From an optimization exercise on the open Yosys and OpenROAD flow, aimed at small area; shortcuts taken in it are not production practice.
Only simulation tests tie the RTL to the original design; equivalence was not proved.
The clock input has no modelled driver; a real chip could not lean on it and would need a root buffer or a full tree.
Power figures rest on the tool's default switching activity, not on a simulated workload.

## BBqM
module BBqM ( Up , Down , CLK , reset , Tcount , Empty_Flag , Full_Flag , Alarm_Flag , led0_Pcount , led1_Pcount , led0_Wtime , led1_Wtime ) ;
input Up , Down , CLK , reset ;
input [1:0] Tcount ;
output Empty_Flag , Full_Flag , Alarm_Flag ;
output [6:0] led0_Pcount , led1_Pcount ;
output [6:0] led0_Wtime , led1_Wtime ;
localparam [16:0] SEED = 17'h06264 ;
localparam [16:0] TERM = 17'h12018 ;
localparam [16:0] MASK = 17'h1ffed ;
reg [16:0] s ;
wire Tick5Hz = ( ( s ^ TERM ) & MASK ) == 17'd0 ;
always @( posedge CLK or posedge reset )
  if ( reset )
    s <= SEED ;
  else
    s <= { s[15] , s[14] , s[13] , s[12] , s[11] , s[10] , s[9] , s[8] , s[7] , s[6] , s[5] , s[4] , s[3] ^ Tick5Hz , s[2] , s[1] , s[0] , ( s[16] ^ s[13] ) } ;
reg Q_UP , Q_DOWN ;
always @( posedge CLK or posedge reset )
  if ( reset ) begin
    Q_UP <= 1'b0 ;
    Q_DOWN <= 1'b0 ;
  end else if ( Tick5Hz ) begin
    Q_UP <= ~Up ;
    Q_DOWN <= ~Down ;
  end
wire up = Q_UP , down = Q_DOWN ;
reg [2:0] Pcode ;
reg Alarm_q ;
assign Empty_Flag = ( Pcode == 3'd0 ) ;
assign Full_Flag  = ( Pcode == 3'd2 ) ;
assign Alarm_Flag = Alarm_q ;
wire [4:0] na = { up , down , Pcode } ;
reg [2:0] Pnext ;
always @*
  case ( na )
    5'd0 : Pnext = 3'b000 ;
    5'd1 : Pnext = 3'b001 ;
    5'd2 : Pnext = 3'b010 ;
    5'd3 : Pnext = 3'b011 ;
    5'd4 : Pnext = 3'b100 ;
    5'd5 : Pnext = 3'b101 ;
    5'd6 : Pnext = 3'b110 ;
    5'd7 : Pnext = 3'b111 ;
    5'd8 : Pnext = 3'b000 ;
    5'd9 : Pnext = 3'b111 ;
    5'd10 : Pnext = 3'b001 ;
    5'd11 : Pnext = 3'b000 ;
    5'd12 : Pnext = 3'b110 ;
    5'd13 : Pnext = 3'b011 ;
    5'd14 : Pnext = 3'b101 ;
    5'd15 : Pnext = 3'b100 ;
    5'd16 : Pnext = 3'b011 ;
    5'd17 : Pnext = 3'b010 ;
    5'd18 : Pnext = 3'b010 ;
    5'd19 : Pnext = 3'b101 ;
    5'd20 : Pnext = 3'b111 ;
    5'd21 : Pnext = 3'b110 ;
    5'd22 : Pnext = 3'b100 ;
    5'd23 : Pnext = 3'b001 ;
    5'd24 : Pnext = 3'b011 ;
    5'd25 : Pnext = 3'b010 ;
    5'd26 : Pnext = 3'b010 ;
  ...
Size in the first run: about 37 I/O pins, about 980 µm² of cells after synthesis.
export LEC_CHECK = 0
export CAP_MARGIN = 20
export CORE_AREA = 2 2 60 60
export CTS_BUF_LIST = sky130_fd_sc_hd__clkbuf_4
export DIE_AREA = 0 0 62 62
export PLACE_DENSITY = 0.85
export SLEW_MARGIN = 20
create_clock -name core_clock -period 20.0 [get_ports {CLK}]
standard.sh (not shown) runs the stock make flow with config.mk's settings and CLKGATE_MAP_FILE= SYNTH_SCRIPT=/design/flow/synth_recipe.tcl, a recipe that flattens the netlist after the stock synthesis.
==> flow/flow/run.sh <==
#!/bin/bash
# Own layout flow: the standard flow (standard.sh) with these changes:
#  - synthesis: synth_recipe.tcl unchanged (-nofsm -noshare, flatten, renaming), but the
#    ORFS synth.tcl it sources is an edited copy (flow/mk_core.py) that maps the logic
#    with several area-oriented ABC scripts (deepsyn with six seeds, then amap) and keeps the
#    smallest; ORFS's half/full-adder extraction is off (ADDER_MAP_FILE empty). The
#    registers are mapped before ABC, so they keep the standard synthesis's names/cells;
#  - the port buffers are sky130_fd_sc_hd__buf_1;
#  - the constant outputs share one tie cell (flow/merge_ties.py joins the synthesis's HI
#    and LO cells; no per-pin tie cells);
#  - no CTS tool: flow/cts_manual.tcl (PRE_CTS_TCL) puts two clock buffers on the clock
#    port, each driving half of the flip-flops; the rest of ORFS's CTS step is unchanged.
# Each tool's output goes to a log file in this folder (and ORFS's logs in orfs/logs).
set -euo pipefail
W=$(pwd)
F=$W/flow
mkdir -p $W/abc
SCRIPTS=()
for S in 0 1 2 3 4 5; do
  for M in amap; do
    n=$W/abc/s${S}_$(echo "$M" | tr -d ' -').abc
    printf 'collapse\nsop\nfx\nstrash\n&get -n\n&deepsyn -T 30 -S %s\n&put\ndch -f\n%s\ntopo\n' "$S" "$M" > "$n"
    SCRIPTS+=("$n")
  done
done
python3 $F/mk_core.py "$FLOW_HOME/scripts/synth.tcl" "$W/synth_area.tcl" "${SCRIPTS[@]}" > edit_synth.log 2>&1
python3 - "$W/synth_recipe.tcl" "$W/my_synth.tcl" "$W/synth_area.tcl" >> edit_synth.log 2>&1 <<'PY'
import sys
src, dst, core = sys.argv[1:]
t = open(src).read()
old = "source $::env(SCRIPTS_DIR)/synth.tcl"
assert t.count(old) == 1, "synth.tcl source line not found"
open(dst, "w").write(t.replace(old, "source " + core))
print("wrote", dst)
PY

ARGS=(SYNTH_SCRIPT="$W/my_synth.tcl" ADDER_MAP_FILE= "BUFFER_PORTS_ARGS=-buffer_cell sky130_fd_sc_hd__buf_1"
      SKIP_REPAIR_TIE_FANOUT=1
      PRE_CTS_TCL="$F/cts_manual.tcl")
bash standard.sh "${ARGS[@]}" synth > standard_synth.log 2>&1
python3 $F/merge_ties.py $W/orfs/results/sky130hd/BBqM/base/1_2_yosys.v > merge_ties.log 2>&1
bash standard.sh "${ARGS[@]}" finish > standard_finish.log 2>&1
Other scripts of this flow, unchanged in this note and not shown: flow/flow/cts_manual.tcl, flow/flow/merge_ties.py, flow/flow/mk_core.py
The baseline completed without violations.
Rerun with:
--- a/flow/flow/run.sh
+++ b/flow/flow/run.sh
@@ -5 +5 @@
-#    with several area-oriented ABC scripts (deepsyn with six seeds, then amap) and keeps the
+#    with several area-oriented ABC scripts (deepsyn seeds x two mappers) and keeps the
What happened: Worst hold slack is unchanged. Sequential power hardly moves. Combinational power barely changes. Cell area does not change. First-iteration DRC count stays the same. Final cell count stays the same. Worst setup slack is unchanged. Total power does not change. Global-route usage stays the same. Wire length is unchanged. Clock power is about the same.
No run of this note takes its clock network from TritonCTS; it comes from the design's own scripts or RTL.

## afterwards: timing with drivers on the ports
The flow's constraints put no driver on any port. The routed layouts listed below were extracted and timed again, unchanged, in two steps. Step 1 assumes that a clkbuf_16 drives the clock port and a buf_2 every other input. Step 2 also shifts input and output timing later by t, the mid clock arrival at the registers, as if the neighbouring blocks saw the same clock. Slacks: ideal ports / drivers / drivers and shift; pairs: ideal ports / drivers.
run	shift t [ns]	slack for setup (ns)	worst slew at a driven data input, ns
the first run	0.183	10.158 / 10.136 / 10.136	0.03
the second run	0.183	10.158 / 10.136 / 10.136	0.03
After both steps every run listed still meets setup and hold.
